What follows belongs to an exercise in optimizing a design on an open flow for small area; a production flow would make more cautious choices.
Where RTL was checked, it was by simulation tests only, not by an equivalence proof against the original.
No activity file was given, so power comes from the tool's default toggle rates.

## jt34070
module jt34070(
    input            rst,
    input            clk,
    input            cen,
    output reg       cen2d,      
    input            mode,
    input            dataen,
    input            dump,       
    output reg       xat,
    input      [3:0] din_a,      
    input      [3:0] din_b,      
    output reg [3:0] red,
    output reg [3:0] green,
    output reg [3:0] blue
);
reg  [223:0] pal;            
reg  [ 4:0] ldst;            
reg  [ 3:0] dlhi;            
reg  [ 3:0] amux;            
reg         rdokl, phase;
wire        rdok, wr;
wire [ 7:0] wdata;           
wire [ 5:0] wdath;           
wire [31:0] wen, whold;
wire [ 3:0] wlo_n;           
wire [ 7:0] whi_n;
wire [ 3:0] amux_n;
wire [ 3:0] plo_n, phi_n;    
wire [15:0] asel;
wire [13:0] rd_n0;           
wire        e12;
wire        col_en, col_hold, xat_en, xat_hold, dl_en, dl_hold;
wire        am_ea, am_eb, am_hold;
wire [223:0] pal_nx;
wire [ 3:0] dlhi_nx, amux_nx;
wire [11:0] col_nx;
wire        xat_nx;
wire [ 4:0] ldst_nx;
wire        ld_fb, wr_inc, wr_one, ld_hold;
assign rdok  = !mode && !dataen;
assign wr    = cen & rdok & ~rst;
assign wdata = { din_a, din_b };
assign wdath = { din_a[2:1], din_b };
function [4:0] ld_state;
    input integer k;
    integer i;
    reg [4:0] s;
    begin
        s = 5'd0;
        for( i=0; i<k; i=i+1 )
  ...
export LEC_CHECK = 0
export CAP_MARGIN = 20
export CORE_MARGIN = 2
export CORE_UTILIZATION = 80
export CTS_BUF_LIST = sky130_fd_sc_hd__clkbuf_8
export CTS_CLUSTER_DIAMETER = 50
export CTS_CLUSTER_SIZE = 20
export GPL_TIMING_DRIVEN = 0
export SLEW_MARGIN = 20
export SYNTH_HIERARCHICAL = 1
create_clock -name core_clock -period 5.0 [get_ports {clk}]
standard.sh (not shown) runs the stock make flow with config.mk's settings and CLKGATE_MAP_FILE= SYNTH_SCRIPT=/design/flow/synth_recipe.tcl, a recipe that flattens the netlist after the stock synthesis.
==> flow/flow/run.sh <==
#!/bin/bash
set -euo pipefail
export BUFFER_PORTS_ARGS="-buffer_cell sky130_fd_sc_hd__buf_1"
export CTS_ARGS="-sink_clustering_enable -repair_clock_nets -sink_clustering_size 20 -sink_clustering_max_diameter 70 -buf_list sky130_fd_sc_hd__clkbuf_8 -root_buf sky130_fd_sc_hd__clkbuf_4 -tree_buf sky130_fd_sc_hd__clkbuf_4 -dont_use_dummy_load"
RES=orfs/results/${FLOW_PLATFORM}/jt34070/base
bash standard.sh synth > make_synth.log 2>&1
cp $RES/1_2_yosys.v $RES/1_2_yosys.orig.v
python3 flow/downsize.py ${FLOW_HOME}/platforms/${FLOW_PLATFORM}/lib/sky130_fd_sc_hd__tt_025C_1v80.lib $RES/1_2_yosys.v > downsize.log 2>&1
touch $RES/1_2_yosys.v
bash standard.sh finish > make_finish.log 2>&1
==> flow/flow/downsize.py <==
#!/usr/bin/env python3
"""Swap each combinational cell of a synthesized netlist for the smallest-area
cell of the same family (same function and pins, other drive strength).
Registers and clock cells are left as synthesis made them.
usage: downsize.py LIBERTY NETLIST"""
import re
import sys

lib_path, net_path = sys.argv[1], sys.argv[2]
lib = open(lib_path).read()
cells = {}
for m in re.finditer(r'\n\s*cell\s*\(\s*"?(\w+)"?\s*\)\s*\{', lib):
    name = m.group(1)
    end = lib.find('\n    cell (', m.end())
    body = lib[m.end():end if end > 0 else len(lib)]
    area = float(re.search(r'area\s*:\s*([\d.]+)', body).group(1))
    pins = tuple(sorted(set(re.findall(r'\bpin\s*\(\s*"?(\w+)"?\s*\)', body))))
    seq = ' ff ' in body or 'ff (' in body or 'latch (' in body or 'statetable' in body
    cells[name] = (area, pins, seq)

keep = re.compile(r'__(clk|dly|tap|fill|decap|conb|probe|lpflow|diode|mux2i)')
fam = {}
for name, (area, pins, seq) in cells.items():
    m = re.match(r'(sky130_fd_sc_hd__\w+?)_(\d+)$', name)
    if m and not seq and not keep.search(name):
        fam.setdefault((m.group(1), pins), []).append((area, name))

def best(name):
    if name not in cells:
        return name
    area, pins, seq = cells[name]
    m = re.match(r'(sky130_fd_sc_hd__\w+?)_(\d+)$', name)
    if seq or not m or keep.search(name):
        return name
    cands = fam.get((m.group(1), pins), [])
    a, n = min(cands, default=(area, name))
    return n if a < area else name

net = open(net_path).read()
count = 0
def sub(m):
    global count
    new = best(m.group(2))
    if new != m.group(2):
        count += 1
    return m.group(1) + new + m.group(3)
net = re.sub(r'(^\s*)(sky130_fd_sc_hd__\w+)(\s)', sub, net, flags=re.M)
open(net_path, 'w').write(net)
print(f"downsized {count} cells")
==> next run, changes <==
--- a/flow/flow/run.sh
+++ b/flow/flow/run.sh
@@ -4 +4 @@
-export CTS_ARGS="-sink_clustering_enable -repair_clock_nets -sink_clustering_size 20 -sink_clustering_max_diameter 70 -buf_list sky130_fd_sc_hd__clkbuf_8 -root_buf sky130_fd_sc_hd__clkbuf_4 -tree_buf sky130_fd_sc_hd__clkbuf_4 -dont_use_dummy_load"
+export CTS_ARGS="-sink_clustering_enable -repair_clock_nets -sink_clustering_size 20 -sink_clustering_max_diameter 50 -buf_list sky130_fd_sc_hd__clkbuf_8 -dont_use_dummy_load"
The changed run passed the timing, DRC and antenna checks.
Count of clock-buffer cells in the layout increases by 1.
Total power came out higher by about 1.5%.
Sequential power barely changes.
Register-to-register slack gets worse by 180 ps.
Routed wire length fell by about 0.8%.
Via count goes down by 0.97%.
Hold slack got worse by 6.3 ps.
Die area is unchanged.
Combinational power hardly moves.
Cell area is about the same.
Synthesized cell count is unchanged.
==> next run, changes <==
--- a/flow/flow/run.sh
+++ b/flow/flow/run.sh
@@ -4 +4 @@
-export CTS_ARGS="-sink_clustering_enable -repair_clock_nets -sink_clustering_size 20 -sink_clustering_max_diameter 50 -buf_list sky130_fd_sc_hd__clkbuf_8 -dont_use_dummy_load"
+export CTS_ARGS="-sink_clustering_enable -repair_clock_nets -sink_clustering_size 22 -sink_clustering_max_diameter 40 -buf_list sky130_fd_sc_hd__clkbuf_8 -dont_use_dummy_load"
=>
- The new run ran to the end with no violations
- first-iteration DRC count grows by 9.6%
- hold slack is worse by 7.0 ps
- via count grows by about 2%
- total power grows by about 8%
- non-clock buffer count grows by 1
- wire length grows by 2.8%
No functional check of the RTL was part of any run of this note.

========
== build 84 ==
jt34070, a different RTL version from the one above (not shown whole).
Size: ~770 cells after synthesis, about 250 flip-flops, about 28 I/O pins, ~0.0088 mm^2 of cells after synthesis.
Design jt34070, start of the top module:
module jt34070(
    input            rst,
    input            clk,
    input            cen,
    output reg       cen2d,      
    input            mode,
    input            dataen,
    input            dump,       
    output reg       xat,
    input      [3:0] din_a,      
    input      [3:0] din_b,      
    output reg [3:0] red,
    output reg [3:0] green,
    output reg [3:0] blue
);
reg  [223:0] pal;            
reg  [ 4:0] ldst;            
reg  [ 7:0] dlatch;
reg         rdokl, phase;
wire        rdok, wr;
wire [ 7:0] wdata;           
wire [ 5:0] wdath;           
wire [31:0] wen, whold;
wire [ 3:0] wlo_n;           
wire [ 7:0] whi_n;
wire [ 3:0] amux, amux_n;
wire [ 3:0] plo_n, phi_n;    
wire [15:0] asel;
wire [13:0] rd_n0;           
wire        e12;
wire        col_en, col_hold, xat_en, xat_hold, dl_en, dl_hold;
wire [223:0] pal_nx;
wire [ 7:0] dl_nx;
wire [11:0] col_nx;
wire        xat_nx;
wire [ 4:0] ldst_nx;
wire        ld_fb, wr_inc, wr_one, ld_hold;
assign rdok  = !mode && !dataen;
assign wr    = cen & rdok & ~rst;
assign wdata = { din_a, din_b };
assign wdath = { din_a[2:1], din_b };
function [4:0] ld_state;
    input integer k;
    integer i;
    reg [4:0] s;
    begin
        s = 5'd0;
        for( i=0; i<k; i=i+1 )
            s = { s[3:0], s[4] ^ s[2] ^ (s[3:0]==4'd0) };
        ld_state = s;
    end
endfunction
genvar gi, gj;
generate
    for( gi=0; gi<4; gi=gi+1 ) begin : wlo
        jt34070_nand3 u( .a(wr), .b(ldst[0]==gi[0]), .c(ldst[1]==gi[1]), .y(wlo_n[gi]) );
    end
    for( gi=0; gi<8; gi=gi+1 ) begin : whi
        jt34070_nand3 u( .a(ldst[2]==gi[0]), .b(ldst[3]==gi[1]), .c(ldst[4]==gi[2]),
            .y(whi_n[gi]) );
    end
    for( gi=0; gi<32; gi=gi+1 ) begin : wdec
        localparam [4:0] S = ld_state(gi);
        jt34070_nor2 u( .a(wlo_n[S[1:0]]), .b(whi_n[S[4:2]]), .y(wen[gi]) );
        jt34070_nor2 v( .a(wen[gi]), .b(rst), .y(whold[gi]) );
    end
endgenerate
generate
    for( gi=0; gi<16; gi=gi+1 ) begin : pent
        for( gj=0; gj<14; gj=gj+1 ) begin : pbit
            if( gj<8 ) begin : lo
                jt34070_hold u( .en(wen[2*gi+1]), .hold(whold[2*gi+1]), .d(wdata[gj]),
                    .q(pal[14*gi+gj]), .y(pal_nx[14*gi+gj]) );
            end else begin : hi
                jt34070_hold u( .en(wen[2*gi]), .hold(whold[2*gi]), .d(wdath[gj-8]),
  ...
export LEC_CHECK = 0
export CAP_MARGIN = 20
export CORE_MARGIN = 2
export CORE_UTILIZATION = 80
export CTS_BUF_LIST = sky130_fd_sc_hd__clkbuf_8
export CTS_CLUSTER_DIAMETER = 50
export CTS_CLUSTER_SIZE = 20
export GPL_TIMING_DRIVEN = 0
export SLEW_MARGIN = 20
export SYNTH_HIERARCHICAL = 1
create_clock -name core_clock -period 5.0 [get_ports {clk}]
==> flow/flow/run.sh <==
#!/bin/bash
set -euo pipefail
export BUFFER_PORTS_ARGS="-buffer_cell sky130_fd_sc_hd__buf_1"
export CTS_ARGS="-sink_clustering_enable -repair_clock_nets -sink_clustering_size 20 -sink_clustering_max_diameter 50 -buf_list sky130_fd_sc_hd__clkbuf_8 -dont_use_dummy_load"
RES=orfs/results/${FLOW_PLATFORM}/jt34070/base
bash standard.sh synth > make_synth.log 2>&1
cp $RES/1_2_yosys.v $RES/1_2_yosys.orig.v
python3 flow/downsize.py ${FLOW_HOME}/platforms/${FLOW_PLATFORM}/lib/sky130_fd_sc_hd__tt_025C_1v80.lib $RES/1_2_yosys.v > downsize.log 2>&1
touch $RES/1_2_yosys.v
bash standard.sh finish > make_finish.log 2>&1
Scripts as last shown in full above: flow/flow/downsize.py
Input changes introduced in build 65 (baseline for comparison: build 84):
--- a/flow/flow/run.sh
+++ b/flow/flow/run.sh
@@ -2,5 +2,5 @@
 set -euo pipefail
 export BUFFER_PORTS_ARGS="-buffer_cell sky130_fd_sc_hd__buf_1"
-export CTS_ARGS="-sink_clustering_enable -repair_clock_nets -sink_clustering_size 20 -sink_clustering_max_diameter 50 -buf_list sky130_fd_sc_hd__clkbuf_8 -dont_use_dummy_load"
+export CTS_ARGS="-sink_clustering_enable -repair_clock_nets -sink_clustering_size 36 -sink_clustering_max_diameter 60 -buf_list sky130_fd_sc_hd__clkbuf_16 -dont_use_dummy_load"
 RES=orfs/results/${FLOW_PLATFORM}/jt34070/base
 bash standard.sh synth > make_synth.log 2>&1
Lower register-to-register slack was reported by build 84, not build 65. Compared with build 84, build 65 shows portion of the layout cell area used by non-clock buffers lower by 0.17 points. Compared with build 84, build 65 ends up with more cell area. Of build 84 and build 65, the run reporting the higher net switching power figure was build 84. Sort build 84 and build 65 by count of clock-buffer cells in the layout desc -> top: build 84. Going from build 84 to build 65, worst setup slack saw an increase, DRC violation total after the first TritonRoute iteration saw a decrease, core utilization saw an increase. Looking at build 84 and build 65, the post-synth net total is a wash.

-- re-timing with driven ports --
The results above use ideal ports. As a check the final layouts listed here were re-extracted and re-timed, cells and wires unchanged.
Step 1 (the two cells are an assumption about what drives the block):
set clk [get_ports {clk}]
set_driving_cell -lib_cell sky130_fd_sc_hd__clkbuf_16 $clk
set_driving_cell -lib_cell sky130_fd_sc_hd__buf_2 [delete_from_list [all_inputs] $clk]
Step 2 adds t to the input delays and takes it off the output delays; t is the mean of the earliest and latest rising clock arrival at the registers after step 1. Input paths then give back, and output paths get back, about the clock's delay inside the block.
Three values: ideal ports, drivers, drivers and shift; two values: the first two.
| run | t (ns) | slack for setup (ns) | worst hold slack (ns) |
|---|---|---|---|
| the first run of note 1 | 0.633 | 1.023 / 1.037 / 0.404 | 0.485 / 0.485 / 0.485 |
| the second run of note 1 | 0.533 | 0.788 / 0.802 / 0.269 | 0.479 / 0.479 / 0.479 |
| the third run of note 1 | 0.570 | 0.797 / 0.811 / 0.241 | 0.472 / 0.472 / 0.472 |
| build 84 | 0.551 | 0.896 / 0.920 / 0.368 | 0.481 / 0.481 / 0.481 |
| build 65 | 0.506 | 1.322 / 1.322 / 0.879 | 0.479 / 0.479 / 0.479 |
After both steps setup and hold are still met in every run listed. The setup slack of the first run of note 1, which loses most, moves by +0.014 ns with the drivers and by -0.619 ns with both steps.
